Source: an optimization exercise on an open RTL-to-GDS flow (aim: small area and a short achievable clock period). Production flows keep margins and buffers that such runs may drop.
At most, simulation tests tie the RTL to the original design; equivalence was not proved.
Only the layout flow was run in run 4; the RTL was not checked for function there.
No activity file was given, so power comes from the tool's default toggle rates.

==> flow/design.v <==
module ChecksumRTL_noparam
(
  input  logic [0:0] clk ,
  input  logic [0:0] reset ,
  input  logic [0:0] recv__en  ,
  input  logic [127:0] recv__msg  ,
  output logic [0:0] recv__rdy  ,
  output logic [0:0] send__en  ,
  output logic [31:0] send__msg  ,
  input  logic [0:0] send__rdy
);
  logic [0:0]  full;
  logic [15:0] sum1_q, sum2_q;
  wire s1, c2;
  csa_fa u_s1 (.a(recv__msg[0]), .b(recv__msg[16]), .c(recv__msg[32]), .s(s1), .co(c2));
  wire s3, c4;
  csa_fa u_s3 (.a(recv__msg[1]), .b(recv__msg[17]), .c(recv__msg[33]), .s(s3), .co(c4));
  wire s5, c6;
  csa_fa u_s5 (.a(recv__msg[2]), .b(recv__msg[18]), .c(recv__msg[34]), .s(s5), .co(c6));
  wire s7, c8;
  csa_fa u_s7 (.a(recv__msg[3]), .b(recv__msg[19]), .c(recv__msg[35]), .s(s7), .co(c8));
  wire s9, c10;
  csa_fa u_s9 (.a(recv__msg[4]), .b(recv__msg[20]), .c(recv__msg[36]), .s(s9), .co(c10));
  wire s11, c12;
  csa_fa u_s11 (.a(recv__msg[5]), .b(recv__msg[21]), .c(recv__msg[37]), .s(s11), .co(c12));
  wire s13, c14;
  csa_fa u_s13 (.a(recv__msg[6]), .b(recv__msg[22]), .c(recv__msg[38]), .s(s13), .co(c14));
  wire s15, c16;
  csa_fa u_s15 (.a(recv__msg[7]), .b(recv__msg[23]), .c(recv__msg[39]), .s(s15), .co(c16));
  wire s17, c18;
  csa_fa u_s17 (.a(recv__msg[8]), .b(recv__msg[24]), .c(recv__msg[40]), .s(s17), .co(c18));
  wire s19, c20;
  csa_fa u_s19 (.a(recv__msg[9]), .b(recv__msg[25]), .c(recv__msg[41]), .s(s19), .co(c20));
  wire s21, c22;
  csa_fa u_s21 (.a(recv__msg[10]), .b(recv__msg[26]), .c(recv__msg[42]), .s(s21), .co(c22));
  wire s23, c24;
  csa_fa u_s23 (.a(recv__msg[11]), .b(recv__msg[27]), .c(recv__msg[43]), .s(s23), .co(c24));
  wire s25, c26;
  csa_fa u_s25 (.a(recv__msg[12]), .b(recv__msg[28]), .c(recv__msg[44]), .s(s25), .co(c26));
  wire s27, c28;
  csa_fa u_s27 (.a(recv__msg[13]), .b(recv__msg[29]), .c(recv__msg[45]), .s(s27), .co(c28));
  wire s29, c30;
  csa_fa u_s29 (.a(recv__msg[14]), .b(recv__msg[30]), .c(recv__msg[46]), .s(s29), .co(c30));
  wire s31;
  assign s31 = recv__msg[15] ^ recv__msg[31] ^ recv__msg[47];
  wire s32, c33;
  csa_fa u_s32 (.a(recv__msg[48]), .b(recv__msg[80]), .c(recv__msg[112]), .s(s32), .co(c33));
  wire s34, c35;
  csa_fa u_s34 (.a(recv__msg[49]), .b(recv__msg[81]), .c(recv__msg[113]), .s(s34), .co(c35));
  wire s36, c37;
  csa_fa u_s36 (.a(recv__msg[50]), .b(recv__msg[82]), .c(recv__msg[114]), .s(s36), .co(c37));
  wire s38, c39;
  csa_fa u_s38 (.a(recv__msg[51]), .b(recv__msg[83]), .c(recv__msg[115]), .s(s38), .co(c39));
  wire s40, c41;
  csa_fa u_s40 (.a(recv__msg[52]), .b(recv__msg[84]), .c(recv__msg[116]), .s(s40), .co(c41));
  wire s42, c43;
  csa_fa u_s42 (.a(recv__msg[53]), .b(recv__msg[85]), .c(recv__msg[117]), .s(s42), .co(c43));
  wire s44, c45;
  csa_fa u_s44 (.a(recv__msg[54]), .b(recv__msg[86]), .c(recv__msg[118]), .s(s44), .co(c45));
  wire s46, c47;
  csa_fa u_s46 (.a(recv__msg[55]), .b(recv__msg[87]), .c(recv__msg[119]), .s(s46), .co(c47));
  wire s48, c49;
  csa_fa u_s48 (.a(recv__msg[56]), .b(recv__msg[88]), .c(recv__msg[120]), .s(s48), .co(c49));
  wire s50, c51;
  csa_fa u_s50 (.a(recv__msg[57]), .b(recv__msg[89]), .c(recv__msg[121]), .s(s50), .co(c51));
  wire s52, c53;
  csa_fa u_s52 (.a(recv__msg[58]), .b(recv__msg[90]), .c(recv__msg[122]), .s(s52), .co(c53));
  wire s54, c55;
  csa_fa u_s54 (.a(recv__msg[59]), .b(recv__msg[91]), .c(recv__msg[123]), .s(s54), .co(c55));
  wire s56, c57;
  csa_fa u_s56 (.a(recv__msg[60]), .b(recv__msg[92]), .c(recv__msg[124]), .s(s56), .co(c57));
  wire s58, c59;
  csa_fa u_s58 (.a(recv__msg[61]), .b(recv__msg[93]), .c(recv__msg[125]), .s(s58), .co(c59));
  wire s60, c61;
  csa_fa u_s60 (.a(recv__msg[62]), .b(recv__msg[94]), .c(recv__msg[126]), .s(s60), .co(c61));
  wire s62;
  assign s62 = recv__msg[63] ^ recv__msg[95] ^ recv__msg[127];
  wire ni63;
  assign ni63 = ~recv__msg[16];
  wire ni64;
  assign ni64 = ~recv__msg[17];
  wire ni65;
  assign ni65 = ~recv__msg[18];
  wire ni66;
  assign ni66 = ~recv__msg[19];
  wire ni67;
  assign ni67 = ~recv__msg[20];
  wire ni68;
  assign ni68 = ~recv__msg[21];
  wire ni69;
  assign ni69 = ~recv__msg[22];
  wire ni70;
  assign ni70 = ~recv__msg[23];
  wire ni71;
  assign ni71 = ~recv__msg[24];
  wire ni72;
  assign ni72 = ~recv__msg[25];
  wire ni73;
  assign ni73 = ~recv__msg[26];
  wire ni74;
  assign ni74 = ~recv__msg[27];
  wire ni75;
  assign ni75 = ~recv__msg[28];
  wire ni76;
  assign ni76 = ~recv__msg[29];
  wire ni77;
  assign ni77 = ~recv__msg[30];
  wire ni78;
  assign ni78 = ~recv__msg[31];
  wire ni79;
  assign ni79 = ~recv__msg[32];
  wire ni80;
  assign ni80 = ~recv__msg[33];
  wire ni81;
  assign ni81 = ~recv__msg[34];
  wire ni82;
  assign ni82 = ~recv__msg[35];
  wire ni83;
  assign ni83 = ~recv__msg[36];
  wire ni84;
  assign ni84 = ~recv__msg[37];
  wire ni85;
  assign ni85 = ~recv__msg[38];
  wire ni86;
  assign ni86 = ~recv__msg[39];
  wire ni87;
  assign ni87 = ~recv__msg[40];
  wire ni88;
  assign ni88 = ~recv__msg[41];
  wire ni89;
  assign ni89 = ~recv__msg[42];
  wire ni90;
  assign ni90 = ~recv__msg[43];
  wire ni91;
  assign ni91 = ~recv__msg[44];
  wire ni92;
  assign ni92 = ~recv__msg[45];
  wire ni93;
  assign ni93 = ~recv__msg[46];
  wire ni94;
  assign ni94 = ~recv__msg[47];
  wire s95, c96;
  csa_fa u_s95 (.a(recv__msg[64]), .b(recv__msg[96]), .c(s1), .s(s95), .co(c96));
  wire s97, c98;
  csa_fa u_s97 (.a(recv__msg[65]), .b(recv__msg[97]), .c(c2), .s(s97), .co(c98));
  wire s99, c100;
  csa_fa u_s99 (.a(c33), .b(s3), .c(s34), .s(s99), .co(c100));
  wire s101, c102;
  csa_fa u_s101 (.a(c96), .b(s97), .c(s99), .s(s101), .co(c102));
  wire s103, c104;
  csa_fa u_s103 (.a(recv__msg[66]), .b(recv__msg[98]), .c(c4), .s(s103), .co(c104));
  wire s105, c106;
  csa_fa u_s105 (.a(c35), .b(s5), .c(s36), .s(s105), .co(c106));
  wire s107, c108;
  csa_fa u_s107 (.a(c98), .b(c100), .c(s103), .s(s107), .co(c108));
  wire s109, c110;
  csa_fa u_s109 (.a(s105), .b(c102), .c(s107), .s(s109), .co(c110));
  wire s111, c112;
  csa_fa u_s111 (.a(recv__msg[67]), .b(recv__msg[99]), .c(c6), .s(s111), .co(c112));
  wire s113, c114;
  csa_fa u_s113 (.a(c37), .b(s7), .c(s38), .s(s113), .co(c114));
  wire s115, c116;
  csa_fa u_s115 (.a(c104), .b(c106), .c(s111), .s(s115), .co(c116));
  wire s117, c118;
  csa_fa u_s117 (.a(s113), .b(c108), .c(s115), .s(s117), .co(c118));
  wire s119, c120;
  csa_fa u_s119 (.a(recv__msg[68]), .b(recv__msg[100]), .c(c8), .s(s119), .co(c120));
  wire s121, c122;
  csa_fa u_s121 (.a(c39), .b(s9), .c(s40), .s(s121), .co(c122));
  wire s123, c124;
  csa_fa u_s123 (.a(c112), .b(c114), .c(s119), .s(s123), .co(c124));
  wire s125, c126;
  csa_fa u_s125 (.a(s121), .b(c116), .c(s123), .s(s125), .co(c126));
  wire s127, c128;
  csa_fa u_s127 (.a(recv__msg[69]), .b(recv__msg[101]), .c(c10), .s(s127), .co(c128));
  wire s129, c130;
  csa_fa u_s129 (.a(c41), .b(s11), .c(s42), .s(s129), .co(c130));
  wire s131, c132;
  csa_fa u_s131 (.a(c120), .b(c122), .c(s127), .s(s131), .co(c132));
  wire s133, c134;
  csa_fa u_s133 (.a(s129), .b(c124), .c(s131), .s(s133), .co(c134));
  wire s135, c136;
  csa_fa u_s135 (.a(recv__msg[70]), .b(recv__msg[102]), .c(c12), .s(s135), .co(c136));
  wire s137, c138;
  csa_fa u_s137 (.a(c43), .b(s13), .c(s44), .s(s137), .co(c138));
  wire s139, c140;
  csa_fa u_s139 (.a(c128), .b(c130), .c(s135), .s(s139), .co(c140));
  wire s141, c142;
  csa_fa u_s141 (.a(s137), .b(c132), .c(s139), .s(s141), .co(c142));
  wire s143, c144;
  csa_fa u_s143 (.a(recv__msg[71]), .b(recv__msg[103]), .c(c14), .s(s143), .co(c144));
  wire s145, c146;
  csa_fa u_s145 (.a(c45), .b(s15), .c(s46), .s(s145), .co(c146));
  wire s147, c148;
  csa_fa u_s147 (.a(c136), .b(c138), .c(s143), .s(s147), .co(c148));
  wire s149, c150;
  csa_fa u_s149 (.a(s145), .b(c140), .c(s147), .s(s149), .co(c150));
  wire s151, c152;
  csa_fa u_s151 (.a(recv__msg[72]), .b(recv__msg[104]), .c(c16), .s(s151), .co(c152));
  wire s153, c154;
  csa_fa u_s153 (.a(c47), .b(s17), .c(s48), .s(s153), .co(c154));
  wire s155, c156;
  csa_fa u_s155 (.a(c144), .b(c146), .c(s151), .s(s155), .co(c156));
  wire s157, c158;
  csa_fa u_s157 (.a(s153), .b(c148), .c(s155), .s(s157), .co(c158));
  wire s159, c160;
  csa_fa u_s159 (.a(recv__msg[73]), .b(recv__msg[105]), .c(c18), .s(s159), .co(c160));
  wire s161, c162;
  csa_fa u_s161 (.a(c49), .b(s19), .c(s50), .s(s161), .co(c162));
  wire s163, c164;
  csa_fa u_s163 (.a(c152), .b(c154), .c(s159), .s(s163), .co(c164));
  wire s165, c166;
  csa_fa u_s165 (.a(s161), .b(c156), .c(s163), .s(s165), .co(c166));
  wire s167, c168;
  csa_fa u_s167 (.a(recv__msg[74]), .b(recv__msg[106]), .c(c20), .s(s167), .co(c168));
  wire s169, c170;
  csa_fa u_s169 (.a(c51), .b(s21), .c(s52), .s(s169), .co(c170));
  wire s171, c172;
  csa_fa u_s171 (.a(c160), .b(c162), .c(s167), .s(s171), .co(c172));
  wire s173, c174;
  csa_fa u_s173 (.a(s169), .b(c164), .c(s171), .s(s173), .co(c174));
  wire s175, c176;
  csa_fa u_s175 (.a(recv__msg[75]), .b(recv__msg[107]), .c(c22), .s(s175), .co(c176));
  wire s177, c178;
  csa_fa u_s177 (.a(c53), .b(s23), .c(s54), .s(s177), .co(c178));
  wire s179, c180;
  csa_fa u_s179 (.a(c168), .b(c170), .c(s175), .s(s179), .co(c180));
  wire s181, c182;
  csa_fa u_s181 (.a(s177), .b(c172), .c(s179), .s(s181), .co(c182));
  wire s183, c184;
  csa_fa u_s183 (.a(recv__msg[76]), .b(recv__msg[108]), .c(c24), .s(s183), .co(c184));
  wire s185, c186;
  csa_fa u_s185 (.a(c55), .b(s25), .c(s56), .s(s185), .co(c186));
  wire s187, c188;
  csa_fa u_s187 (.a(c176), .b(c178), .c(s183), .s(s187), .co(c188));
  wire s189, c190;
  csa_fa u_s189 (.a(s185), .b(c180), .c(s187), .s(s189), .co(c190));
  wire s191, c192;
  csa_fa u_s191 (.a(recv__msg[77]), .b(recv__msg[109]), .c(c26), .s(s191), .co(c192));
  wire s193, c194;
  csa_fa u_s193 (.a(c57), .b(s27), .c(s58), .s(s193), .co(c194));
  wire s195, c196;
  csa_fa u_s195 (.a(c184), .b(c186), .c(s191), .s(s195), .co(c196));
  wire s197, c198;
  csa_fa u_s197 (.a(s193), .b(c188), .c(s195), .s(s197), .co(c198));
  wire s199, c200;
  csa_fa u_s199 (.a(recv__msg[78]), .b(recv__msg[110]), .c(c28), .s(s199), .co(c200));
  wire s201, c202;
  csa_fa u_s201 (.a(c59), .b(s29), .c(s60), .s(s201), .co(c202));
  wire s203, c204;
  csa_fa u_s203 (.a(c192), .b(c194), .c(s199), .s(s203), .co(c204));
  wire s205, c206;
  csa_fa u_s205 (.a(s201), .b(c196), .c(s203), .s(s205), .co(c206));
  wire s207;
  assign s207 = recv__msg[79] ^ recv__msg[111] ^ c30;
  wire s208;
  assign s208 = c61 ^ s31 ^ s62;
  wire s209;
  assign s209 = c200 ^ c202 ^ s207;
  wire s210;
  assign s210 = s208 ^ c204 ^ s209;
  wire g211, p212;
  assign g211 = s32 & s95;
  assign p212 = s32 ^ s95;
  wire g213, p214;
  assign g213 = c110 & s117;
  assign p214 = c110 ^ s117;
  wire g215, p216;
  assign g215 = c118 & s125;
  assign p216 = c118 ^ s125;
  wire g217, p218;
  assign g217 = c126 & s133;
  assign p218 = c126 ^ s133;
  wire g219, p220;
  assign g219 = c134 & s141;
  assign p220 = c134 ^ s141;
  wire g221, p222;
  assign g221 = c142 & s149;
  assign p222 = c142 ^ s149;
  wire g223, p224;
  assign g223 = c150 & s157;
  assign p224 = c150 ^ s157;
  wire g225, p226;
  assign g225 = c158 & s165;
  assign p226 = c158 ^ s165;
  wire g227, p228;
  assign g227 = c166 & s173;
  assign p228 = c166 ^ s173;
  wire g229, p230;
  assign g229 = c174 & s181;
  assign p230 = c174 ^ s181;
  wire g231, p232;
  assign g231 = c182 & s189;
  assign p232 = c182 ^ s189;
  wire g233, p234;
  assign g233 = c190 & s197;
  assign p234 = c190 ^ s197;
  wire g235, p236;
  assign g235 = c198 & s205;
  assign p236 = c198 ^ s205;
  wire g237, p238;
  assign g237 = c206 & s210;
  assign p238 = c206 ^ s210;
  wire [15:0] s1_p = {p238, p236, p234, p232, p230, p228, p226, p224, p222, p220, p218, p216, p214, s109, s101, p212};
  wire s1_G1_1 = 1'b0 | (s1_p[1] & g211);
  wire s1_G1_3 = g213 | (s1_p[3] & 1'b0);
  wire s1_P1_3 = s1_p[3] & s1_p[2];
  wire s1_G1_5 = g217 | (s1_p[5] & g215);
  wire s1_P1_5 = s1_p[5] & s1_p[4];
  wire s1_G1_7 = g221 | (s1_p[7] & g219);
  wire s1_P1_7 = s1_p[7] & s1_p[6];
  wire s1_G1_9 = g225 | (s1_p[9] & g223);
  wire s1_P1_9 = s1_p[9] & s1_p[8];
  wire s1_G1_11 = g229 | (s1_p[11] & g227);
  wire s1_P1_11 = s1_p[11] & s1_p[10];
  wire s1_G1_13 = g233 | (s1_p[13] & g231);
  wire s1_P1_13 = s1_p[13] & s1_p[12];
  wire s1_G1_15 = g237 | (s1_p[15] & g235);
  wire s1_P1_15 = s1_p[15] & s1_p[14];
  wire s1_G2_2 = 1'b0 | (s1_p[2] & s1_G1_1);
  wire s1_G2_3 = s1_G1_3 | (s1_P1_3 & s1_G1_1);
  wire s1_G2_6 = g219 | (s1_p[6] & s1_G1_5);
  wire s1_P2_6 = s1_p[6] & s1_P1_5;
  wire s1_G2_7 = s1_G1_7 | (s1_P1_7 & s1_G1_5);
  wire s1_P2_7 = s1_P1_7 & s1_P1_5;
  wire s1_G2_10 = g227 | (s1_p[10] & s1_G1_9);
  wire s1_P2_10 = s1_p[10] & s1_P1_9;
  wire s1_G2_11 = s1_G1_11 | (s1_P1_11 & s1_G1_9);
  wire s1_P2_11 = s1_P1_11 & s1_P1_9;
  wire s1_G2_14 = g235 | (s1_p[14] & s1_G1_13);
  wire s1_P2_14 = s1_p[14] & s1_P1_13;
  wire s1_G2_15 = s1_G1_15 | (s1_P1_15 & s1_G1_13);
  wire s1_P2_15 = s1_P1_15 & s1_P1_13;
  wire s1_G3_4 = g215 | (s1_p[4] & s1_G2_3);
  wire s1_G3_5 = s1_G1_5 | (s1_P1_5 & s1_G2_3);
  wire s1_G3_6 = s1_G2_6 | (s1_P2_6 & s1_G2_3);
  wire s1_G3_7 = s1_G2_7 | (s1_P2_7 & s1_G2_3);
  wire s1_G3_12 = g231 | (s1_p[12] & s1_G2_11);
  wire s1_P3_12 = s1_p[12] & s1_P2_11;
  wire s1_G3_13 = s1_G1_13 | (s1_P1_13 & s1_G2_11);
  wire s1_P3_13 = s1_P1_13 & s1_P2_11;
  wire s1_G3_14 = s1_G2_14 | (s1_P2_14 & s1_G2_11);
  wire s1_P3_14 = s1_P2_14 & s1_P2_11;
  wire s1_G3_15 = s1_G2_15 | (s1_P2_15 & s1_G2_11);
  wire s1_P3_15 = s1_P2_15 & s1_P2_11;
  wire s1_G4_8 = g223 | (s1_p[8] & s1_G3_7);
  wire s1_G4_9 = s1_G1_9 | (s1_P1_9 & s1_G3_7);
  wire s1_G4_10 = s1_G2_10 | (s1_P2_10 & s1_G3_7);
  wire s1_G4_11 = s1_G2_11 | (s1_P2_11 & s1_G3_7);
  wire s1_G4_12 = s1_G3_12 | (s1_P3_12 & s1_G3_7);
  wire s1_G4_13 = s1_G3_13 | (s1_P3_13 & s1_G3_7);
  wire s1_G4_14 = s1_G3_14 | (s1_P3_14 & s1_G3_7);
  wire s1_G4_15 = s1_G3_15 | (s1_P3_15 & s1_G3_7);
  wire [15:0] s1_r;
  assign s1_r[0] = s1_p[0];
  assign s1_r[1] = s1_p[1] ^ g211;
  assign s1_r[2] = s1_p[2] ^ s1_G1_1;
  assign s1_r[3] = s1_p[3] ^ s1_G2_2;
  assign s1_r[4] = s1_p[4] ^ s1_G2_3;
  assign s1_r[5] = s1_p[5] ^ s1_G3_4;
  assign s1_r[6] = s1_p[6] ^ s1_G3_5;
  assign s1_r[7] = s1_p[7] ^ s1_G3_6;
  assign s1_r[8] = s1_p[8] ^ s1_G3_7;
  assign s1_r[9] = s1_p[9] ^ s1_G4_8;
  assign s1_r[10] = s1_p[10] ^ s1_G4_9;
  assign s1_r[11] = s1_p[11] ^ s1_G4_10;
  assign s1_r[12] = s1_p[12] ^ s1_G4_11;
  assign s1_r[13] = s1_p[13] ^ s1_G4_12;
  assign s1_r[14] = s1_p[14] ^ s1_G4_13;
  assign s1_r[15] = s1_p[15] ^ s1_G4_14;
  wire s239;
  assign s239 = ni63 ^ s32;
  wire c240;
  assign c240 = ni63 | s32;
  wire s241, c242;
  csa_fa u_s241 (.a(recv__msg[80]), .b(recv__msg[96]), .c(ni64), .s(s241), .co(c242));
  wire s243, c244;
  csa_fa u_s243 (.a(ni79), .b(c33), .c(s34), .s(s243), .co(c244));
  wire s245, c246;
  csa_fa u_s245 (.a(s241), .b(c240), .c(s243), .s(s245), .co(c246));
  wire s247, c248;
  csa_fa u_s247 (.a(recv__msg[48]), .b(recv__msg[64]), .c(recv__msg[81]), .s(s247), .co(c248));
  wire s249, c250;
  csa_fa u_s249 (.a(recv__msg[97]), .b(ni65), .c(ni80), .s(s249), .co(c250));
  wire s251, c252;
  csa_fa u_s251 (.a(c35), .b(s36), .c(s247), .s(s251), .co(c252));
  wire s253, c254;
  csa_fa u_s253 (.a(c242), .b(s249), .c(c244), .s(s253), .co(c254));
  wire s255, c256;
  csa_fa u_s255 (.a(s251), .b(c246), .c(s253), .s(s255), .co(c256));
  wire s257, c258;
  csa_fa u_s257 (.a(recv__msg[49]), .b(recv__msg[65]), .c(recv__msg[82]), .s(s257), .co(c258));
  wire s259, c260;
  csa_fa u_s259 (.a(recv__msg[98]), .b(ni66), .c(ni81), .s(s259), .co(c260));
  wire s261, c262;
  csa_fa u_s261 (.a(c37), .b(c248), .c(s1), .s(s261), .co(c262));
  wire s263, c264;
  csa_fa u_s263 (.a(s38), .b(s257), .c(c250), .s(s263), .co(c264));
  wire s265, c266;
  csa_fa u_s265 (.a(s259), .b(c252), .c(s261), .s(s265), .co(c266));
  wire s267, c268;
  csa_fa u_s267 (.a(s263), .b(c254), .c(s265), .s(s267), .co(c268));
  wire s269, c270;
  csa_fa u_s269 (.a(recv__msg[50]), .b(recv__msg[66]), .c(recv__msg[83]), .s(s269), .co(c270));
  wire s271, c272;
  csa_fa u_s271 (.a(recv__msg[99]), .b(ni67), .c(ni82), .s(s271), .co(c272));
  wire s273, c274;
  csa_fa u_s273 (.a(c2), .b(c39), .c(c258), .s(s273), .co(c274));
  wire s275, c276;
  csa_fa u_s275 (.a(s3), .b(s40), .c(s269), .s(s275), .co(c276));
  wire s277, c278;
  csa_fa u_s277 (.a(c260), .b(s271), .c(c262), .s(s277), .co(c278));
  wire s279, c280;
  csa_fa u_s279 (.a(s273), .b(c264), .c(s275), .s(s279), .co(c280));
  wire s281, c282;
  csa_fa u_s281 (.a(c266), .b(s277), .c(s279), .s(s281), .co(c282));
  wire s283, c284;
  csa_fa u_s283 (.a(recv__msg[51]), .b(recv__msg[67]), .c(recv__msg[84]), .s(s283), .co(c284));
  wire s285, c286;
  csa_fa u_s285 (.a(recv__msg[100]), .b(ni68), .c(ni83), .s(s285), .co(c286));
  wire s287, c288;
  csa_fa u_s287 (.a(c4), .b(c41), .c(c270), .s(s287), .co(c288));
  wire s289, c290;
  csa_fa u_s289 (.a(s5), .b(s42), .c(s283), .s(s289), .co(c290));
  wire s291, c292;
  csa_fa u_s291 (.a(c272), .b(s285), .c(c274), .s(s291), .co(c292));
  wire s293, c294;
  csa_fa u_s293 (.a(c276), .b(s287), .c(s289), .s(s293), .co(c294));
  wire s295, c296;
  csa_fa u_s295 (.a(c278), .b(s291), .c(c280), .s(s295), .co(c296));
  wire s297, c298;
  csa_fa u_s297 (.a(s293), .b(c282), .c(s295), .s(s297), .co(c298));
  wire s299, c300;
  csa_fa u_s299 (.a(recv__msg[52]), .b(recv__msg[68]), .c(recv__msg[85]), .s(s299), .co(c300));
  wire s301, c302;
  csa_fa u_s301 (.a(recv__msg[101]), .b(ni69), .c(ni84), .s(s301), .co(c302));
  wire s303, c304;
  csa_fa u_s303 (.a(c6), .b(c43), .c(c284), .s(s303), .co(c304));
  wire s305, c306;
  csa_fa u_s305 (.a(s7), .b(s44), .c(s299), .s(s305), .co(c306));
  wire s307, c308;
  csa_fa u_s307 (.a(c286), .b(s301), .c(c288), .s(s307), .co(c308));
  wire s309, c310;
  csa_fa u_s309 (.a(c290), .b(s303), .c(s305), .s(s309), .co(c310));
  wire s311, c312;
  csa_fa u_s311 (.a(c292), .b(s307), .c(c294), .s(s311), .co(c312));
  wire s313, c314;
  csa_fa u_s313 (.a(s309), .b(c296), .c(s311), .s(s313), .co(c314));
  wire s315, c316;
  csa_fa u_s315 (.a(recv__msg[53]), .b(recv__msg[69]), .c(recv__msg[86]), .s(s315), .co(c316));
  wire s317, c318;
  csa_fa u_s317 (.a(recv__msg[102]), .b(ni70), .c(ni85), .s(s317), .co(c318));
  wire s319, c320;
  csa_fa u_s319 (.a(c8), .b(c45), .c(c300), .s(s319), .co(c320));
  wire s321, c322;
  csa_fa u_s321 (.a(s9), .b(s46), .c(s315), .s(s321), .co(c322));
  wire s323, c324;
  csa_fa u_s323 (.a(c302), .b(s317), .c(c304), .s(s323), .co(c324));
  wire s325, c326;
  csa_fa u_s325 (.a(c306), .b(s319), .c(s321), .s(s325), .co(c326));
  wire s327, c328;
  csa_fa u_s327 (.a(c308), .b(s323), .c(c310), .s(s327), .co(c328));
  wire s329, c330;
  csa_fa u_s329 (.a(s325), .b(c312), .c(s327), .s(s329), .co(c330));
  wire s331, c332;
  csa_fa u_s331 (.a(recv__msg[54]), .b(recv__msg[70]), .c(recv__msg[87]), .s(s331), .co(c332));
  wire s333, c334;
  csa_fa u_s333 (.a(recv__msg[103]), .b(ni71), .c(ni86), .s(s333), .co(c334));
  wire s335, c336;
  csa_fa u_s335 (.a(c10), .b(c47), .c(c316), .s(s335), .co(c336));
  wire s337, c338;
  csa_fa u_s337 (.a(s11), .b(s48), .c(s331), .s(s337), .co(c338));
  wire s339, c340;
  csa_fa u_s339 (.a(c318), .b(s333), .c(c320), .s(s339), .co(c340));
  wire s341, c342;
  csa_fa u_s341 (.a(c322), .b(s335), .c(s337), .s(s341), .co(c342));
  wire s343, c344;
  csa_fa u_s343 (.a(c324), .b(s339), .c(c326), .s(s343), .co(c344));
  wire s345, c346;
  csa_fa u_s345 (.a(s341), .b(c328), .c(s343), .s(s345), .co(c346));
  wire s347, c348;
  csa_fa u_s347 (.a(recv__msg[55]), .b(recv__msg[71]), .c(recv__msg[88]), .s(s347), .co(c348));
  wire s349, c350;
  csa_fa u_s349 (.a(recv__msg[104]), .b(ni72), .c(ni87), .s(s349), .co(c350));
  wire s351, c352;
  csa_fa u_s351 (.a(c12), .b(c49), .c(c332), .s(s351), .co(c352));
  wire s353, c354;
  csa_fa u_s353 (.a(s13), .b(s50), .c(s347), .s(s353), .co(c354));
  wire s355, c356;
  csa_fa u_s355 (.a(c334), .b(s349), .c(c336), .s(s355), .co(c356));
  wire s357, c358;
  csa_fa u_s357 (.a(c338), .b(s351), .c(s353), .s(s357), .co(c358));
  wire s359, c360;
  csa_fa u_s359 (.a(c340), .b(s355), .c(c342), .s(s359), .co(c360));
  wire s361, c362;
  csa_fa u_s361 (.a(s357), .b(c344), .c(s359), .s(s361), .co(c362));
  wire s363, c364;
  csa_fa u_s363 (.a(recv__msg[56]), .b(recv__msg[72]), .c(recv__msg[89]), .s(s363), .co(c364));
  wire s365, c366;
  csa_fa u_s365 (.a(recv__msg[105]), .b(ni73), .c(ni88), .s(s365), .co(c366));
  wire s367, c368;
  csa_fa u_s367 (.a(c14), .b(c51), .c(c348), .s(s367), .co(c368));
  wire s369, c370;
  csa_fa u_s369 (.a(s15), .b(s52), .c(s363), .s(s369), .co(c370));
  wire s371, c372;
  csa_fa u_s371 (.a(c350), .b(s365), .c(c352), .s(s371), .co(c372));
  wire s373, c374;
  csa_fa u_s373 (.a(c354), .b(s367), .c(s369), .s(s373), .co(c374));
  wire s375, c376;
  csa_fa u_s375 (.a(c356), .b(s371), .c(c358), .s(s375), .co(c376));
  wire s377, c378;
  csa_fa u_s377 (.a(s373), .b(c360), .c(s375), .s(s377), .co(c378));
  wire s379, c380;
  csa_fa u_s379 (.a(recv__msg[57]), .b(recv__msg[73]), .c(recv__msg[90]), .s(s379), .co(c380));
  wire s381, c382;
  csa_fa u_s381 (.a(recv__msg[106]), .b(ni74), .c(ni89), .s(s381), .co(c382));
  wire s383, c384;
  csa_fa u_s383 (.a(c16), .b(c53), .c(c364), .s(s383), .co(c384));
  wire s385, c386;
  csa_fa u_s385 (.a(s17), .b(s54), .c(s379), .s(s385), .co(c386));
  wire s387, c388;
  csa_fa u_s387 (.a(c366), .b(s381), .c(c368), .s(s387), .co(c388));
  wire s389, c390;
  csa_fa u_s389 (.a(c370), .b(s383), .c(s385), .s(s389), .co(c390));
  wire s391, c392;
  csa_fa u_s391 (.a(c372), .b(s387), .c(c374), .s(s391), .co(c392));
  wire s393, c394;
  csa_fa u_s393 (.a(s389), .b(c376), .c(s391), .s(s393), .co(c394));
  wire s395, c396;
  csa_fa u_s395 (.a(recv__msg[58]), .b(recv__msg[74]), .c(recv__msg[91]), .s(s395), .co(c396));
  wire s397, c398;
  csa_fa u_s397 (.a(recv__msg[107]), .b(ni75), .c(ni90), .s(s397), .co(c398));
  wire s399, c400;
  csa_fa u_s399 (.a(c18), .b(c55), .c(c380), .s(s399), .co(c400));
  wire s401, c402;
  csa_fa u_s401 (.a(s19), .b(s56), .c(s395), .s(s401), .co(c402));
  wire s403, c404;
  csa_fa u_s403 (.a(c382), .b(s397), .c(c384), .s(s403), .co(c404));
  wire s405, c406;
  csa_fa u_s405 (.a(c386), .b(s399), .c(s401), .s(s405), .co(c406));
  wire s407, c408;
  csa_fa u_s407 (.a(c388), .b(s403), .c(c390), .s(s407), .co(c408));
  wire s409, c410;
  csa_fa u_s409 (.a(s405), .b(c392), .c(s407), .s(s409), .co(c410));
  wire s411, c412;
  csa_fa u_s411 (.a(recv__msg[59]), .b(recv__msg[75]), .c(recv__msg[92]), .s(s411), .co(c412));
  wire s413, c414;
  csa_fa u_s413 (.a(recv__msg[108]), .b(ni76), .c(ni91), .s(s413), .co(c414));
  wire s415, c416;
  csa_fa u_s415 (.a(c20), .b(c57), .c(c396), .s(s415), .co(c416));
  wire s417, c418;
  csa_fa u_s417 (.a(s21), .b(s58), .c(s411), .s(s417), .co(c418));
  wire s419, c420;
  csa_fa u_s419 (.a(c398), .b(s413), .c(c400), .s(s419), .co(c420));
  wire s421, c422;
  csa_fa u_s421 (.a(c402), .b(s415), .c(s417), .s(s421), .co(c422));
  wire s423, c424;
  csa_fa u_s423 (.a(c404), .b(s419), .c(c406), .s(s423), .co(c424));
  wire s425, c426;
  csa_fa u_s425 (.a(s421), .b(c408), .c(s423), .s(s425), .co(c426));
  wire s427, c428;
  csa_fa u_s427 (.a(recv__msg[60]), .b(recv__msg[76]), .c(recv__msg[93]), .s(s427), .co(c428));
  wire s429, c430;
  csa_fa u_s429 (.a(recv__msg[109]), .b(ni77), .c(ni92), .s(s429), .co(c430));
  wire s431, c432;
  csa_fa u_s431 (.a(c22), .b(c59), .c(c412), .s(s431), .co(c432));
  wire s433, c434;
  csa_fa u_s433 (.a(s23), .b(s60), .c(s427), .s(s433), .co(c434));
  wire s435, c436;
  csa_fa u_s435 (.a(c414), .b(s429), .c(c416), .s(s435), .co(c436));
  wire s437, c438;
  csa_fa u_s437 (.a(c418), .b(s431), .c(s433), .s(s437), .co(c438));
  wire s439, c440;
  csa_fa u_s439 (.a(c420), .b(s435), .c(c422), .s(s439), .co(c440));
  wire s441, c442;
  csa_fa u_s441 (.a(s437), .b(c424), .c(s439), .s(s441), .co(c442));
  wire s443;
  assign s443 = recv__msg[61] ^ recv__msg[77] ^ recv__msg[94];
  wire s444;
  assign s444 = recv__msg[110] ^ ni78 ^ ni93;
  wire s445;
  assign s445 = c24 ^ c61 ^ c428;
  wire s446;
  assign s446 = s25 ^ s62 ^ s443;
  wire s447;
  assign s447 = c430 ^ s444 ^ c432;
  wire s448;
  assign s448 = c434 ^ s445 ^ s446;
  wire s449;
  assign s449 = c436 ^ s447 ^ c438;
  wire s450;
  assign s450 = s448 ^ c440 ^ s449;
  wire g451, p452;
  assign g451 = c256 & s267;
  assign p452 = c256 ^ s267;
  wire g453, p454;
  assign g453 = c268 & s281;
  assign p454 = c268 ^ s281;
  wire g455, p456;
  assign g455 = c298 & s313;
  assign p456 = c298 ^ s313;
  wire g457, p458;
  assign g457 = c314 & s329;
  assign p458 = c314 ^ s329;
  wire g459, p460;
  assign g459 = c330 & s345;
  assign p460 = c330 ^ s345;
  wire g461, p462;
  assign g461 = c346 & s361;
  assign p462 = c346 ^ s361;
  wire g463, p464;
  assign g463 = c362 & s377;
  assign p464 = c362 ^ s377;
  wire g465, p466;
  assign g465 = c378 & s393;
  assign p466 = c378 ^ s393;
  wire g467, p468;
  assign g467 = c394 & s409;
  assign p468 = c394 ^ s409;
  wire g469, p470;
  assign g469 = c410 & s425;
  assign p470 = c410 ^ s425;
  wire g471, p472;
  assign g471 = c426 & s441;
  assign p472 = c426 ^ s441;
  wire g473, p474;
  assign g473 = c442 & s450;
  assign p474 = c442 ^ s450;
  wire [15:0] s2_p = {p474, p472, p470, p468, p466, p464, p462, p460, p458, p456, s297, p454, p452, s255, ~(s245), ~s239};
  wire s2_G1_1 = s245 | (s2_p[1] & 1'b0);
  wire s2_G1_3 = g451 | (s2_p[3] & 1'b0);
  wire s2_P1_3 = s2_p[3] & s2_p[2];
  wire s2_G1_5 = 1'b0 | (s2_p[5] & g453);
  wire s2_P1_5 = s2_p[5] & s2_p[4];
  wire s2_G1_7 = g457 | (s2_p[7] & g455);
  wire s2_P1_7 = s2_p[7] & s2_p[6];
  wire s2_G1_9 = g461 | (s2_p[9] & g459);
  wire s2_P1_9 = s2_p[9] & s2_p[8];
  wire s2_G1_11 = g465 | (s2_p[11] & g463);
  wire s2_P1_11 = s2_p[11] & s2_p[10];
  wire s2_G1_13 = g469 | (s2_p[13] & g467);
  wire s2_P1_13 = s2_p[13] & s2_p[12];
  wire s2_G1_15 = g473 | (s2_p[15] & g471);
  wire s2_P1_15 = s2_p[15] & s2_p[14];
  wire s2_G2_2 = 1'b0 | (s2_p[2] & s2_G1_1);
  wire s2_G2_3 = s2_G1_3 | (s2_P1_3 & s2_G1_1);
  wire s2_G2_6 = g455 | (s2_p[6] & s2_G1_5);
  wire s2_P2_6 = s2_p[6] & s2_P1_5;
  wire s2_G2_7 = s2_G1_7 | (s2_P1_7 & s2_G1_5);
  wire s2_P2_7 = s2_P1_7 & s2_P1_5;
  wire s2_G2_10 = g463 | (s2_p[10] & s2_G1_9);
  wire s2_P2_10 = s2_p[10] & s2_P1_9;
  wire s2_G2_11 = s2_G1_11 | (s2_P1_11 & s2_G1_9);
  wire s2_P2_11 = s2_P1_11 & s2_P1_9;
  wire s2_G2_14 = g471 | (s2_p[14] & s2_G1_13);
  wire s2_P2_14 = s2_p[14] & s2_P1_13;
  wire s2_G2_15 = s2_G1_15 | (s2_P1_15 & s2_G1_13);
  wire s2_P2_15 = s2_P1_15 & s2_P1_13;
  wire s2_G3_4 = g453 | (s2_p[4] & s2_G2_3);
  wire s2_G3_5 = s2_G1_5 | (s2_P1_5 & s2_G2_3);
  wire s2_G3_6 = s2_G2_6 | (s2_P2_6 & s2_G2_3);
  wire s2_G3_7 = s2_G2_7 | (s2_P2_7 & s2_G2_3);
  wire s2_G3_12 = g467 | (s2_p[12] & s2_G2_11);
  wire s2_P3_12 = s2_p[12] & s2_P2_11;
  wire s2_G3_13 = s2_G1_13 | (s2_P1_13 & s2_G2_11);
  wire s2_P3_13 = s2_P1_13 & s2_P2_11;
  wire s2_G3_14 = s2_G2_14 | (s2_P2_14 & s2_G2_11);
  wire s2_P3_14 = s2_P2_14 & s2_P2_11;
  wire s2_G3_15 = s2_G2_15 | (s2_P2_15 & s2_G2_11);
  wire s2_P3_15 = s2_P2_15 & s2_P2_11;
  wire s2_G4_8 = g459 | (s2_p[8] & s2_G3_7);
  wire s2_G4_9 = s2_G1_9 | (s2_P1_9 & s2_G3_7);
  wire s2_G4_10 = s2_G2_10 | (s2_P2_10 & s2_G3_7);
  wire s2_G4_11 = s2_G2_11 | (s2_P2_11 & s2_G3_7);
  wire s2_G4_12 = s2_G3_12 | (s2_P3_12 & s2_G3_7);
  wire s2_G4_13 = s2_G3_13 | (s2_P3_13 & s2_G3_7);
  wire s2_G4_14 = s2_G3_14 | (s2_P3_14 & s2_G3_7);
  wire s2_G4_15 = s2_G3_15 | (s2_P3_15 & s2_G3_7);
  wire [15:0] s2_r;
  assign s2_r[0] = s2_p[0];
  assign s2_r[1] = s2_p[1] ^ 1'b0;
  assign s2_r[2] = s2_p[2] ^ s2_G1_1;
  assign s2_r[3] = s2_p[3] ^ s2_G2_2;
  assign s2_r[4] = s2_p[4] ^ s2_G2_3;
  assign s2_r[5] = s2_p[5] ^ s2_G3_4;
  assign s2_r[6] = s2_p[6] ^ s2_G3_5;
  assign s2_r[7] = s2_p[7] ^ s2_G3_6;
  assign s2_r[8] = s2_p[8] ^ s2_G3_7;
  assign s2_r[9] = s2_p[9] ^ s2_G4_8;
  assign s2_r[10] = s2_p[10] ^ s2_G4_9;
  assign s2_r[11] = s2_p[11] ^ s2_G4_10;
  assign s2_r[12] = s2_p[12] ^ s2_G4_11;
  assign s2_r[13] = s2_p[13] ^ s2_G4_12;
  assign s2_r[14] = s2_p[14] ^ s2_G4_13;
  assign s2_r[15] = s2_p[15] ^ s2_G4_14;
  assign send__en  = full & ~reset & send__rdy;
  assign recv__rdy = ~reset & (~full | send__en);
  always_ff @(posedge clk) begin
    full <= ~reset & (recv__en | (full & ~send__en));
    if (recv__en) begin
      sum1_q <= s1_r;
      sum2_q <= s2_r;
    end
  end
  assign send__msg = {sum2_q, sum1_q};
endmodule
module csa_fa (input logic a, input logic b, input logic c, output logic s, output logic co);
  assign s  = a ^ b ^ c;
  assign co = (a & b) | (a & c) | (b & c);
endmodule
==> flow/run.sh <==
#!/bin/bash
# synth_recipe.tcl (not shown) runs the flow's synth.tcl, then flattens the netlist and writes it again
# the make line also repeats each setting of config.mk as NAME=value (left out here)
make -C /OpenROAD-flow-scripts/flow DESIGN_CONFIG=/design/flow/config.mk WORK_HOME=/design/flow/orfs CLKGATE_MAP_FILE= SYNTH_SCRIPT=/design/flow/synth_recipe.tcl finish
==> flow/config.mk <==
export PLATFORM = sky130hd
export DESIGN_NAME = ChecksumRTL_noparam
export DESIGN_NICKNAME = ChecksumRTL_noparam
export VERILOG_FILES = /design/flow/design.v
export SDC_FILE = /design/flow/constraint.sdc
export NUM_CORES = 4
export LEC_CHECK = 0
export CAP_MARGIN = 20
export CORE_MARGIN = 2
export CORE_UTILIZATION = 60
export CTS_BUF_LIST = sky130_fd_sc_hd__clkbuf_4
export SLEW_MARGIN = 20
export SYNTH_HIERARCHICAL = 1
==> flow/constraint.sdc <==
create_clock -name core_clock -period 16.0 [get_ports {clk}]
set_input_delay 3.2000 -clock core_clock [delete_from_list [all_inputs] [get_ports {clk}]]
set_output_delay 3.2000 -clock core_clock [all_outputs]
set_load 0.01 [all_outputs]
==> results of run 1 <==
==> modules after synthesis (local to each module, per instance) <==
module               cells inside  times used  area (µm²)  flops+latches
ChecksumRTL_noparam           219           1        2380             33
csa_fa                          1         187       20.02              0
==> routing by layer <==
metal  vias up  share of wire (%)  track usage (%)
li1       1635                  -                -
met2       140                 56            53.34
met1      1977                 36            32.33
met5         -                  0                0
met4         0                2.5            7.333
met3        23                5.1            4.304
==> per-stage QoR <==
step                      util [%]  cells  power [mW]  setup WS, ns
final                        81.51    713       1.825         8.430
after global routing         81.51    713       2.021         8.257
after global placement       80.95    705       1.717         8.183
after floorplan                  -    406       1.360         8.935
after detailed placement     80.95    705       1.780         8.116
after CTS                    81.51    713       1.833         8.429
==> final cells by class <==
cell class	count	area share, %
Clock buffer	6	0.5628
Clock inverter	2	0.1251
Inverter	45	2.110
Multi-Input combinational cell	328	62.14
Sequential cell	33	12.26
Tap cell	133	2.079
Timing Repair Buffer	166	20.73
==> critical path, delay by kind of cell <==
| kind | cells | cell delay [ns] |
|---|---|---|
| buffers and inverters | 2 | 1.02 |
| and+or+nand+nor | 2 | 0.14 |
==> where the power goes <==
group / leakage [nW] / total (mW) / switching [mW] / internal, mW
sequential: 0.322 / 0.259 / 0.0134 / 0.246
clock: 0.0354 / 0.0474 / 0.0289 / 0.0185
combinational: 2.79 / 1.52 / 0.775 / 0.743
total: 3.15 / 1.82 / 0.817 / 1.01
==> path summary, 6_finish.rpt <==
| path | to | start | slack (ns) | cells past startpoint |
|---|---|---|---|---|
| max | recv__rdy[0] | send__rdy[0] | 8.43 | 4 |
| min | full | full | 0.62 | 3 |
| max reg2reg | full | full | 15.29 | 3 |
| min reg2reg | full | full | 0.62 | 3 |
==> cell families after synthesis <==
| family | after synthesis | synth area share, % |
|---|---|---|
| adders and majority gates | 219 | 68.17 |
| xor gates and xnor gates | 50 | 7.152 |
| buffers and inverters | 45 | 2.758 |
| DFF | 33 | 16.02 |
| AOI/OAI and AO/OA | 30 | 3.433 |
| and+or+nand+nor | 29 | 2.472 |
==> sequential cells by signal (all words and copies together) (netlist names) <==
signal  flops
sum1_q     16
full        1
sum2_q     16
==> layout by cell type, fill, tap and decap left out <==
| cell | instances |
|---|---|
| a21boi_0 | 1 |
| a21o_1 | 6 |
| a21oi_1 | 10 |
| a221oi_2 | 1 |
| a311oi_2 | 1 |
| a31oi_1 | 3 |
| and2_1 | 1 |
| and2b_2 | 1 |
| and3_1 | 2 |
| buf_4 | 1 |
| clkbuf_4 | 6 |
| clkdlybuf4s50_1 | 165 |
| clkinv_2 | 2 |
| dfxtp_1 | 1 |
| edfxtp_1 | 32 |
| fa_1 | 191 |
| ha_1 | 28 |
| inv_1 | 45 |
| nand2_1 | 3 |
| nand2b_1 | 1 |
| nand3_1 | 1 |
| nand4_1 | 3 |
| nor2_1 | 12 |
| nor2b_1 | 3 |
| nor3b_2 | 1 |
| o211ai_1 | 1 |
| o21ai_0 | 2 |
| o21ai_2 | 1 |
| o21ba_2 | 1 |
| o21bai_1 | 2 |
| o31ai_1 | 1 |
| or2_2 | 1 |
| xnor2_1 | 38 |
| xor2_1 | 12 |
==> flow_summary_export.csv, run 1 <==
group,metric,value,unit
logic_synthesis,synth_common_cells,"fa_1, inv_1, xnor2_1, edfxtp_1, ha_1",
clocking,cts_tree,"done",
clocking,cts_hold_buf,0,
drt,viasPerCell,5.295,
die,rows,36,
critical_path,arrival,4.37,ns
logic_synthesis,ys_ff_latch,33,
critical_path,worstSetupPathType,"input port to primary output",
clocking,clkSlewWorstSetupHoldPaths,0.10,ns
critical_path,crit_slowest_cell,"clkdlybuf4s50_1",
cells_and_area,seqCellArea,980.9,µm²
logic_synthesis,yosysMostFrequentCell,"fa_1",
cells_and_area,area_growth,30.71,%
grt,antenna_found_initial,0,
drt,routed_wl,13.94,mm
grt,grt_max_degree,34,
critical_path,cp-start-kind,"input port",
logic_synthesis,syn_area_per_cell,15.08,µm²
logic_synthesis,synthFlopType,"edfxtp_1",
min_path,hold_path.class,"flip-flop to flip-flop",
logic_synthesis,ys_warn_count,7,
drt,wl_per_cell,19.55,µm
drt,vias,3775,
power_and_ir_drop,ir_drop,0.0001807,V
drt,final_antenna_net_count,0,
grt,grt_pass1_vias,4701,
sta,drv_slew,0,
sta,skew,0,ns
clocking,clock_path_buffers,2,
critical_path,crit_top_cell,"clkdlybuf4s50_1",
grt,grt_use_total,27.83,%
place,dp_hpwl,13.32,mm
die,die_area,11030,µm²
drt,drc,0,
drt,first_pass_iters,4,
clocking,cts-resized-gates,0,
sta,setup_viol,0,
die,ios,166,
sta,slew_headroom,68.31,%
outcome,status,"no timing/DRC/antenna violations",
clocking,cts_root_buffer,"clkbuf_4",
critical_path,required,12.80,ns
place,gp_congestion,0.9026,
logic_synthesis,ys_seq_area_share,16.02,%
critical_path,crit_chain,"clkdlybuf4s50_1 > nor2b_1 > nor2_1 > clkdlybuf4s50_1",
logic_synthesis,syn-cell-area,6123,µm²
logic_synthesis,ys_types,30,
logic_synthesis,synth_top_area_share,62.44,%
logic_synthesis,synthArstFlopShare,0,%
drt,drt-initial-drc-count,128,
cells_and_area,final_nets,930,
sta,worstMarginPinSlew,0.4731,ns
sta,fin_crit_sh,47.31,%
grt,grt_pass1_wl,23.19,mm
die,die_w,105.0,µm
cells_and_area,multi_input_area,4974,µm²
logic_synthesis,synth-edff-count,32,
critical_path,cp-end-kind,"primary output",
place,port_buffers,165,
die,start_util,62.36,%
cells_and_area,stdcell_area,8004,µm²
sta,fmax,132.1,MHz
sta,grt_setup_unrepaired,"false",
logic_synthesis,synth_cells,406,
logic_synthesis,synth_area_leaders,"fa_1, edfxtp_1, ha_1",
power_and_ir_drop,p_leak,3.147,nW
power_and_ir_drop,power_per_cell_area,228.0,nW/µm²
clocking,cts_max_level,2,
grt,overflow,0,
sta,worst_hold_slack,0.6154,ns
logic_synthesis,yosysTopAreaCell,"fa_1",
sta,fin_setup_tns,0,ns
clocking,cts_sinks,33,
logic_synthesis,synth_nets,757,
die,die_height,105.0,µm
flow_run,maxCapViolCount,0,
sta,hold_viol_final,0,
sta,layout_min_cycle_time,7.570,ns
clocking,cts_setup_buffers,0,
clocking,worstSkewPairLatency,0.32,ns
place,placedInstanceArea,7949,µm²
cells_and_area,fillers,604,
critical_path,cpPeakStageDelay,0.54,ns
die,core_area,9819,µm²
cells_and_area,drive_above_1_share,2.759,%
clocking,cts_buffers,5,
critical_path,worstPathMaxFanout,2,
cells_and_area,num_antenna_cells,0,
==> inputs of run 2 (changes only) <==
--- a/flow/config.mk
+++ b/flow/config.mk
@@ -9,3 +9,3 @@
 export CORE_MARGIN = 2
-export CORE_UTILIZATION = 60
+export CORE_UTILIZATION = 75
 export CTS_BUF_LIST = sky130_fd_sc_hd__clkbuf_4
==> flow_summary_export.csv, run 2 <==
group,metric,value,unit
logic_synthesis,synth-edff-count,32,
outcome,haltStage,"3_3_place_gp",
logic_synthesis,synthArstFlopShare,0,%
logic_synthesis,synth_cells,406,
logic_synthesis,ys_ff_latch,33,
logic_synthesis,synthAdderAreaFrac,68.17,%
logic_synthesis,yosys.area_share.simple,2.472,%
logic_synthesis,synth-compound-area-share,3.433,%
logic_synthesis,syn-cell-area,6123,µm²
logic_synthesis,syn_area_per_cell,15.08,µm²
place,port_buffers,165,
logic_synthesis,synth_area_leaders,"fa_1, edfxtp_1, ha_1",
logic_synthesis,ys_types,30,
logic_synthesis,yosysMostFrequentCell,"fa_1",
logic_synthesis,synth_common_cells,"fa_1, inv_1, xnor2_1, edfxtp_1, ha_1",
logic_synthesis,synthFlopType,"edfxtp_1",
outcome,status,"did not finish",
logic_synthesis,ys_seq_area_share,16.02,%
die,rows,32,
logic_synthesis,ys_warn_count,7,
logic_synthesis,yosysTopAreaCell,"fa_1",
die,ios,166,
die,die_height,94.36,µm
die,die_w,94.36,µm
die,start_util,78.43,%
logic_synthesis,synth_top_area_share,62.44,%
logic_synthesis,synth_nets,757,
logic_synthesis,synth_xor_area_share,7.152,%
logic_synthesis,synth_top_family_by_area,"adder cells",
logic_synthesis,muxShareOfSynthArea,0,%
outcome,tool.error,"[ERROR GPL-0301] Utilization 103.736 % exceeds 100%.",
[run 2: cell counts after synthesis]
Identical to the previous run, type by type.
[run 2: cell families after synthesis]
| family | after synthesis |
|---|---|
| AND/OR/NAND/NOR | 29 |
| flip-flops | 33 |
| XOR/XNOR | 50 |
| adder cells (fa/ha/maj) | 219 |
| AO/OA/AOI/OAI | 30 |
| buffers and inverters | 45 |
[run 2: Yosys stat by module (local to each module, per instance)]
module               cells  copies in the design  cell area (µm²)
csa_fa                   1                   187            20.02
ChecksumRTL_noparam    219                     1             2380
==> inputs of run 3 (changes only) <==
--- a/flow/config.mk
+++ b/flow/config.mk
@@ -9,3 +9,3 @@
 export CORE_MARGIN = 2
-export CORE_UTILIZATION = 75
+export CORE_UTILIZATION = 40
 export CTS_BUF_LIST = sky130_fd_sc_hd__clkbuf_4
==> flow_summary_export.csv, run 3 <==
group,metric,value,unit
critical_path,required,12.80,ns
min_path,hold_depth,3,
cells_and_area,final_cells,768,
drt,viasPerCell,4.723,
logic_synthesis,synth_area_leaders,"fa_1, edfxtp_1, ha_1",
logic_synthesis,synth_cells,406,
drt,drc,0,
power_and_ir_drop,seq_power_share,14.4,%
grt,top_usage_layer,"met2",
sta,fin_crit_sh,47.19,%
grt,use_met2,33.88,%
clocking,cts_tree,"done",
flow_run,maxCapViolCount,0,
critical_path,crit_top_cell,"clkdlybuf4s50_1",
power_and_ir_drop,power_per_cell_area,223.8,nW/µm²
cells_and_area,area_growth,31.83,%
grt,grt_pass1_vias,4591,
cells_and_area,final_util,53.50,%
sta,drv_slew,0,
clocking,cts_setup_buffers,0,
power_and_ir_drop,p_total,1.807,mW
critical_path,reg2reg_to,"full",
cells_and_area,reg_top3,"sum1_q x16, sum2_q x16, full x1",
cells_and_area,final_nets,930,
logic_synthesis,synthFlopType,"edfxtp_1",
drt,first_pass_iters,4,
power_and_ir_drop,share_clk_of_total_power,2.5,%
sta,setup_viol,0,
min_path,hp-start,"full",
sta,layout_min_cycle_time,7.551,ns
die,die_w,127.7,µm
cells_and_area,drive_above_1_share,2.759,%
place,dp_hpwl,13.23,mm
die,ios,166,
grt,grt_pass1_wl,23.10,mm
logic_synthesis,synth_nets,757,
clocking,cts_max_level,2,
grt,grt_use_total,18.36,%
critical_path,critPathTopFamily,"buffers and inverters",
grt,use_met1,23.99,%
sta,slew_headroom,68.08,%
critical_path,cp-start-kind,"input port",
min_path,whs_endpoint,"full",
place,gp_congestion,0.8385,
clocking,worstSkewPairLatency,0.32,ns
sta,worstMarginPinSlew,0.4766,ns
clocking,cts_sinks,33,
critical_path,ff2ff_path_depth,3,
logic_synthesis,syn-cell-area,6123,µm²
sta,hold_viol_final,0,
drt,routed_wl,13.60,mm
drt,drt-initial-drc-count,84,
sta,skew,0,ns
critical_path,arrival,4.35,ns
grt,use_met3,2.379,%
logic_synthesis,syn_area_per_cell,15.08,µm²
logic_synthesis,synth-edff-count,32,
clocking,cts_root_buffer,"clkbuf_4",
outcome,status,"no timing/DRC/antenna violations",
clocking,cts_buffers,5,
place,port_buffers,165,
critical_path,cp-end-kind,"primary output",
critical_path,worstSetupPathType,"input port to primary output",
power_and_ir_drop,p_sw_share,44.50,%
clocking,clock_path_buffers,2,
cells_and_area,layout_common_cells,"fa_1, clkdlybuf4s50_1, inv_1",
clocking,clkSlewWorstSetupHoldPaths,0.10,ns
power_and_ir_drop,ir_drop,0.00009968,V
die,rows,45,
cells_and_area,final_common_cell,"fa_1",
critical_path,rr_startpoint,"full",
cells_and_area,num_antenna_cells,0,
grt,overflow,0,
grt,grt_max_degree,34,
drt,final_antenna_net_count,0,
critical_path,path_buf_inv,2,
logic_synthesis,ys_warn_count,7,
critical_path,r2r_slack,15.30,ns
die,core_area,15090,µm²
clocking,cts_hold_buf,0,
logic_synthesis,synthArstFlopShare,0,%
power_and_ir_drop,combPwrFrac,83.1,%
drt,vias,3627,
logic_synthesis,ys_ff_latch,33,
grt,antenna_found_initial,0,
critical_path,crit_slowest_cell,"clkdlybuf4s50_1",
critical_path,worstPathMaxFanout,2,
power_and_ir_drop,p_int,1.003,mW
die,die_height,127.7,µm
logic_synthesis,ys_seq_area_share,16.02,%
power_and_ir_drop,switching_power,0.8038,mW
logic_synthesis,synth_top_area_share,62.44,%
die,start_util,40.58,%
power_and_ir_drop,p_leak,3.143,nW
min_path,hold_path.class,"flip-flop to flip-flop",
critical_path,cpPeakStageDelay,0.54,ns
logic_synthesis,yosysTopAreaCell,"fa_1",
die,die_area,16310,µm²
logic_synthesis,synth_common_cells,"fa_1, inv_1, xnor2_1, edfxtp_1, ha_1",
sta,fin_setup_tns,0,ns
drt,wl_per_cell,17.71,µm
place,numPlacedInstances,760,
logic_synthesis,ys_types,30,
sta,grt_setup_unrepaired,"false",
critical_path,crit_chain,"clkdlybuf4s50_1 > nor2b_1 > nor2_1 > clkdlybuf4s50_1",
logic_synthesis,yosysMostFrequentCell,"fa_1",
sta,fmax,132.4,MHz
clocking,cts-resized-gates,0,
[run 3: cell counts after synthesis]
Identical to the previous run, type by type.
[run 3: cells by family after synthesis]
kind of cell	Yosys count	share of synthesized area [%]
compound gates	30	3.433
buf+inv	45	2.758
flops	33	16.02
xor+xnor	50	7.152
fa+ha+maj	219	68.17
simple gates	29	2.472
[run 3: worst max path at each step]
| stage | start | end | slack (ns) | depth (start not counted) |
|---|---|---|---|---|
| floorplan | recv__msg[3] | sum1_q[8] | 8.93 | 13 |
| global placement | recv__msg[20] | sum1_q[8] | 8.19 | 14 |
| detailed placement | recv__msg[50] | sum1_q[8] | 8.12 | 14 |
| CTS | send__rdy[0] | recv__rdy[0] | 8.44 | 4 |
| global route | recv__msg[19] | sum1_q[8] | 8.26 | 14 |
| finish | send__rdy[0] | recv__rdy[0] | 8.45 | 4 |
[run 3: power groups by stage]
stage	combinational [mW]	sequential (mW)	clock, mW
6_report	1.50	0.260	0.0446
5_1_grt	1.72	0.265	0.0515
4_1_cts	1.53	0.261	0.0468
3_5_place_dp	1.53	0.263	0
3_3_place_gp	1.50	0.263	0
2_1_floorplan	1.08	0.282	0
[run 3: layer usage]
layer  vias to the layer above  share of wire, %
li1                       1635                 -
met1                      1867                42
met2                       117                53
met3                         8               4.4
met4                         0              0.60
met5                         -                 0
[run 3: area by class of cell]
type                    count  area [µm²]
multi-input cells         328        4974
clock buffers               5       37.54
fillers                  1282        7017
clock inverters             3       17.52
flip-flops and latches     33       980.9
inverters                  45       168.9
well taps                 188       235.2
repair buffers            166        1659
[run 3: per-module statistics from Yosys, one instance, submodules excluded]
| module | cells inside | times used |
|---|---|---|
| ChecksumRTL_noparam | 219 | 1 |
| csa_fa | 1 | 187 |
[run 3: worst reg2reg max path, stage by stage, from the launching register on]
cell and delay [ns]:
dfxtp_1 0.34, nor2b_1 0.16, nor2_1 0.05, nor2_1 0.09
[run 3: through the flow]
stage,worst slack [ns],hold WS [ns],instance area (µm²)
2_1_floorplan,8.935,0.5679,6123
6_report,8.449,0.6111,8073
3_3_place_gp,8.189,0.5863,8018
4_1_cts,8.440,0.6172,8073
3_5_place_dp,8.119,0.6029,8018
5_1_grt,8.257,0.6966,8073
==> inputs of run 4 (changes only) <==
--- a/flow/design.v
+++ b/flow/design.v
@@ -262,43 +262,29 @@
   wire g211, p212;
-  assign g211 = s32 & s95;
-  assign p212 = s32 ^ s95;
+  csa_ha u_g211 (.a(s32), .b(s95), .g(g211), .p(p212));
   wire g213, p214;
-  assign g213 = c110 & s117;
-  assign p214 = c110 ^ s117;
+  csa_ha u_g213 (.a(c110), .b(s117), .g(g213), .p(p214));
   wire g215, p216;
-  assign g215 = c118 & s125;
-  assign p216 = c118 ^ s125;
+  csa_ha u_g215 (.a(c118), .b(s125), .g(g215), .p(p216));
   wire g217, p218;
-  assign g217 = c126 & s133;
-  assign p218 = c126 ^ s133;
+  csa_ha u_g217 (.a(c126), .b(s133), .g(g217), .p(p218));
   wire g219, p220;
-  assign g219 = c134 & s141;
-  assign p220 = c134 ^ s141;
+  csa_ha u_g219 (.a(c134), .b(s141), .g(g219), .p(p220));
   wire g221, p222;
-  assign g221 = c142 & s149;
-  assign p222 = c142 ^ s149;
+  csa_ha u_g221 (.a(c142), .b(s149), .g(g221), .p(p222));
   wire g223, p224;
-  assign g223 = c150 & s157;
-  assign p224 = c150 ^ s157;
+  csa_ha u_g223 (.a(c150), .b(s157), .g(g223), .p(p224));
   wire g225, p226;
-  assign g225 = c158 & s165;
-  assign p226 = c158 ^ s165;
+  csa_ha u_g225 (.a(c158), .b(s165), .g(g225), .p(p226));
   wire g227, p228;
-  assign g227 = c166 & s173;
-  assign p228 = c166 ^ s173;
+  csa_ha u_g227 (.a(c166), .b(s173), .g(g227), .p(p228));
   wire g229, p230;
-  assign g229 = c174 & s181;
-  assign p230 = c174 ^ s181;
+  csa_ha u_g229 (.a(c174), .b(s181), .g(g229), .p(p230));
   wire g231, p232;
-  assign g231 = c182 & s189;
-  assign p232 = c182 ^ s189;
+  csa_ha u_g231 (.a(c182), .b(s189), .g(g231), .p(p232));
   wire g233, p234;
-  assign g233 = c190 & s197;
-  assign p234 = c190 ^ s197;
+  csa_ha u_g233 (.a(c190), .b(s197), .g(g233), .p(p234));
   wire g235, p236;
-  assign g235 = c198 & s205;
-  assign p236 = c198 ^ s205;
+  csa_ha u_g235 (.a(c198), .b(s205), .g(g235), .p(p236));
   wire g237, p238;
-  assign g237 = c206 & s210;
-  assign p238 = c206 ^ s210;
+  csa_ha u_g237 (.a(c206), .b(s210), .g(g237), .p(p238));
   wire [15:0] s1_p = {p238, p236, p234, p232, p230, p228, p226, p224, p222, p220, p218, p216, p214, s109, s101, p212};
@@ -593,37 +579,25 @@
   wire g451, p452;
-  assign g451 = c256 & s267;
-  assign p452 = c256 ^ s267;
+  csa_ha u_g451 (.a(c256), .b(s267), .g(g451), .p(p452));
   wire g453, p454;
-  assign g453 = c268 & s281;
-  assign p454 = c268 ^ s281;
+  csa_ha u_g453 (.a(c268), .b(s281), .g(g453), .p(p454));
   wire g455, p456;
-  assign g455 = c298 & s313;
-  assign p456 = c298 ^ s313;
+  csa_ha u_g455 (.a(c298), .b(s313), .g(g455), .p(p456));
   wire g457, p458;
-  assign g457 = c314 & s329;
-  assign p458 = c314 ^ s329;
+  csa_ha u_g457 (.a(c314), .b(s329), .g(g457), .p(p458));
   wire g459, p460;
-  assign g459 = c330 & s345;
-  assign p460 = c330 ^ s345;
+  csa_ha u_g459 (.a(c330), .b(s345), .g(g459), .p(p460));
   wire g461, p462;
-  assign g461 = c346 & s361;
-  assign p462 = c346 ^ s361;
+  csa_ha u_g461 (.a(c346), .b(s361), .g(g461), .p(p462));
   wire g463, p464;
-  assign g463 = c362 & s377;
-  assign p464 = c362 ^ s377;
+  csa_ha u_g463 (.a(c362), .b(s377), .g(g463), .p(p464));
   wire g465, p466;
-  assign g465 = c378 & s393;
-  assign p466 = c378 ^ s393;
+  csa_ha u_g465 (.a(c378), .b(s393), .g(g465), .p(p466));
   wire g467, p468;
-  assign g467 = c394 & s409;
-  assign p468 = c394 ^ s409;
+  csa_ha u_g467 (.a(c394), .b(s409), .g(g467), .p(p468));
   wire g469, p470;
-  assign g469 = c410 & s425;
-  assign p470 = c410 ^ s425;
+  csa_ha u_g469 (.a(c410), .b(s425), .g(g469), .p(p470));
   wire g471, p472;
-  assign g471 = c426 & s441;
-  assign p472 = c426 ^ s441;
+  csa_ha u_g471 (.a(c426), .b(s441), .g(g471), .p(p472));
   wire g473, p474;
-  assign g473 = c442 & s450;
-  assign p474 = c442 ^ s450;
+  csa_ha u_g473 (.a(c442), .b(s450), .g(g473), .p(p474));
   wire [15:0] s2_p = {p474, p472, p470, p468, p466, p464, p462, p460, p458, p456, s297, p454, p452, s255, ~(s245), ~s239};
@@ -710 +684,5 @@
 endmodule
+module csa_ha (input logic a, input logic b, output logic g, output logic p);
+  assign g = a & b;
+  assign p = a ^ b;
+endmodule
==> flow_summary_export.csv, run 4 <==
group,metric,value,unit
sta,fmax,131.7,MHz
logic_synthesis,synth_xor_area_share,6.284,%
sta,grt_setup_unrepaired,"false",
logic_synthesis,synth-compound-area-share,4.387,%
power_and_ir_drop,power_per_cell_area,229.0,nW/µm²
critical_path,worstPathMaxFanout,3,
clocking,cts_tree,"done",
logic_synthesis,synth_common_cells,"fa_1, inv_1, xnor2_1, ha_1, edfxtp_1",
drt,vias,3681,
grt,grt_pass1_wl,23.69,mm
logic_synthesis,synthAdderAreaFrac,67.99,%
place,port_buffers,165,
logic_synthesis,ys_warn_count,7,
logic_synthesis,ys_types,39,
grt,grt_pass1_vias,4712,
min_path,hold_path.class,"flip-flop to flip-flop",
clocking,cts_buffers,5,
cells_and_area,final_cells,769,
critical_path,r2r_slack,15.32,ns
die,ios,166,
sta,fin_setup_tns,0,ns
clocking,cts-resized-gates,0,
logic_synthesis,syn_area_per_cell,15.03,µm²
logic_synthesis,synth_area_leaders,"fa_1, edfxtp_1, ha_1",
logic_synthesis,synth_top_area_share,61.05,%
cells_and_area,layout_common_cells,"fa_1, clkdlybuf4s50_1, inv_1",
critical_path,cp-end-kind,"primary output",
logic_synthesis,synthArstFlopShare,0,%
logic_synthesis,synthFlopType,"edfxtp_1",
die,rows,45,
power_and_ir_drop,p_total,1.849,mW
place,gp_congestion,0.8509,
cells_and_area,final_common_cell,"fa_1",
grt,top_usage_layer,"met2",
logic_synthesis,yosysMostFrequentCell,"fa_1",
grt,antenna_found_initial,0,
logic_synthesis,synth_top_family_by_area,"adder cells",
grt,use_met3,1.711,%
place,numPlacedInstances,762,
logic_synthesis,muxShareOfSynthArea,0,%
critical_path,arrival,4.40,ns
logic_synthesis,syn-cell-area,6132,µm²
cells_and_area,num_antenna_cells,0,
die,die_height,127.8,µm
drt,routed_wl,13.84,mm
die,start_util,40.64,%
outcome,status,"no timing/DRC/antenna violations",
grt,use_met2,34.19,%
critical_path,required,12.80,ns
power_and_ir_drop,p_leak,3.111,nW
clocking,worstSkewPairLatency,0.31,ns
die,die_area,16340,µm²
critical_path,cp-start-kind,"input port",
clocking,clock_path_buffers,2,
die,die_w,127.8,µm
logic_synthesis,synth_nets,761,
sta,skew,0,ns
grt,use_met1,25.39,%
sta,setup_viol,0,
clocking,cts_max_level,2,
clocking,cts_hold_buf,0,
grt,overflow,0,
critical_path,worstSetupPathType,"input port to primary output",
cells_and_area,area_growth,31.69,%
drt,drc,0,
sta,worstMarginPinSlew,0.4567,ns
drt,final_antenna_net_count,0,
sta,fin_crit_sh,47.47,%
die,core_area,15090,µm²
sta,hold_viol_final,0,
logic_synthesis,ys_seq_area_share,16.00,%
## run 4: changes by cell type after synthesis, sizes merged, moves of 3 or more
cell / delta
a21o: -3
fa: -4
ha: +6
inv: -9
nand3: +3
nor2: +4
nor3: +3
xnor2: -3
xor2: -3
## run 4: metrics by stage
| step | util (%) | hold slack [ns] | worst slack (ns) | area [µm²] |
|---|---|---|---|---|
| 4_1_cts | 53.52 | 0.6060 | 8.393 | 8075 |
| 6_report | 53.52 | 0.5967 | 8.405 | 8075 |
| 3_3_place_gp | 53.19 | 0.5797 | 8.221 | 8026 |
| 2_1_floorplan | - | 0.5627 | 9.025 | 6132 |
| 5_1_grt | 53.52 | 0.6394 | 8.254 | 8075 |
| 3_5_place_dp | 53.19 | 0.5912 | 8.146 | 8026 |
## run 4: path summary, 6_finish.rpt
| kind | to | startpoint | cells after the start |
|---|---|---|---|
| min reg2reg | full | full | 3 |
| max reg2reg | full | full | 3 |
| max | send__en[0] | reset[0] | 3 |
| min | full | full | 3 |
## run 4: per-module statistics from Yosys, one instance, submodules excluded
| module | cells inside | flip-flops and latches |
|---|---|---|
| csa_ha | 1 | 0 |
| csa_fa | 1 | 0 |
| ChecksumRTL_noparam | 195 | 33 |
## run 4: layout make-up
| cell class | count | area [µm²] | share of cell area [%] |
|---|---|---|---|
| multi-input combinational | 337 | 5009 | 62.02 |
| timing repair buffer | 166 | 1659 | 20.55 |
| sequential | 33 | 980.9 | 12.15 |
| tap | 188 | 235.2 | 2.913 |
| inverter | 38 | 142.6 | 1.766 |
| clock buffer | 5 | 37.54 | 0.4648 |
| clock inverter | 2 | 11.26 | 0.1394 |
## run 4: logic make-up (layout without fill, tap and decap cells)
logic type,after synthesis,count (layout)
fa+ha+maj,221,221
compound gates,36,36
buf+inv,38,211
xor+xnor,44,44
simple gates,36,36
flops,33,33
## run 4: where the power goes
group          switching [mW]  internal, mW  total [mW]  leakage (nW)
Sequential             0.0139         0.243       0.257         0.322
Combinational           0.807         0.743        1.55          2.76
Clock                  0.0271        0.0158      0.0429        0.0247
Total                   0.848          1.00        1.85          3.11
## run 4: per-layer routing
metal  wire, µm  up-vias
li1           -     1669
met1       6019     1895
met2       7248      113
met3        524        4
met4         42        0
met5          0        -
## run 4: worst max-delay path, cell delays in order
cell	delay (ns)
clkdlybuf4s50_1	0.44
and3b_1	0.23
clkdlybuf4s50_1	0.53
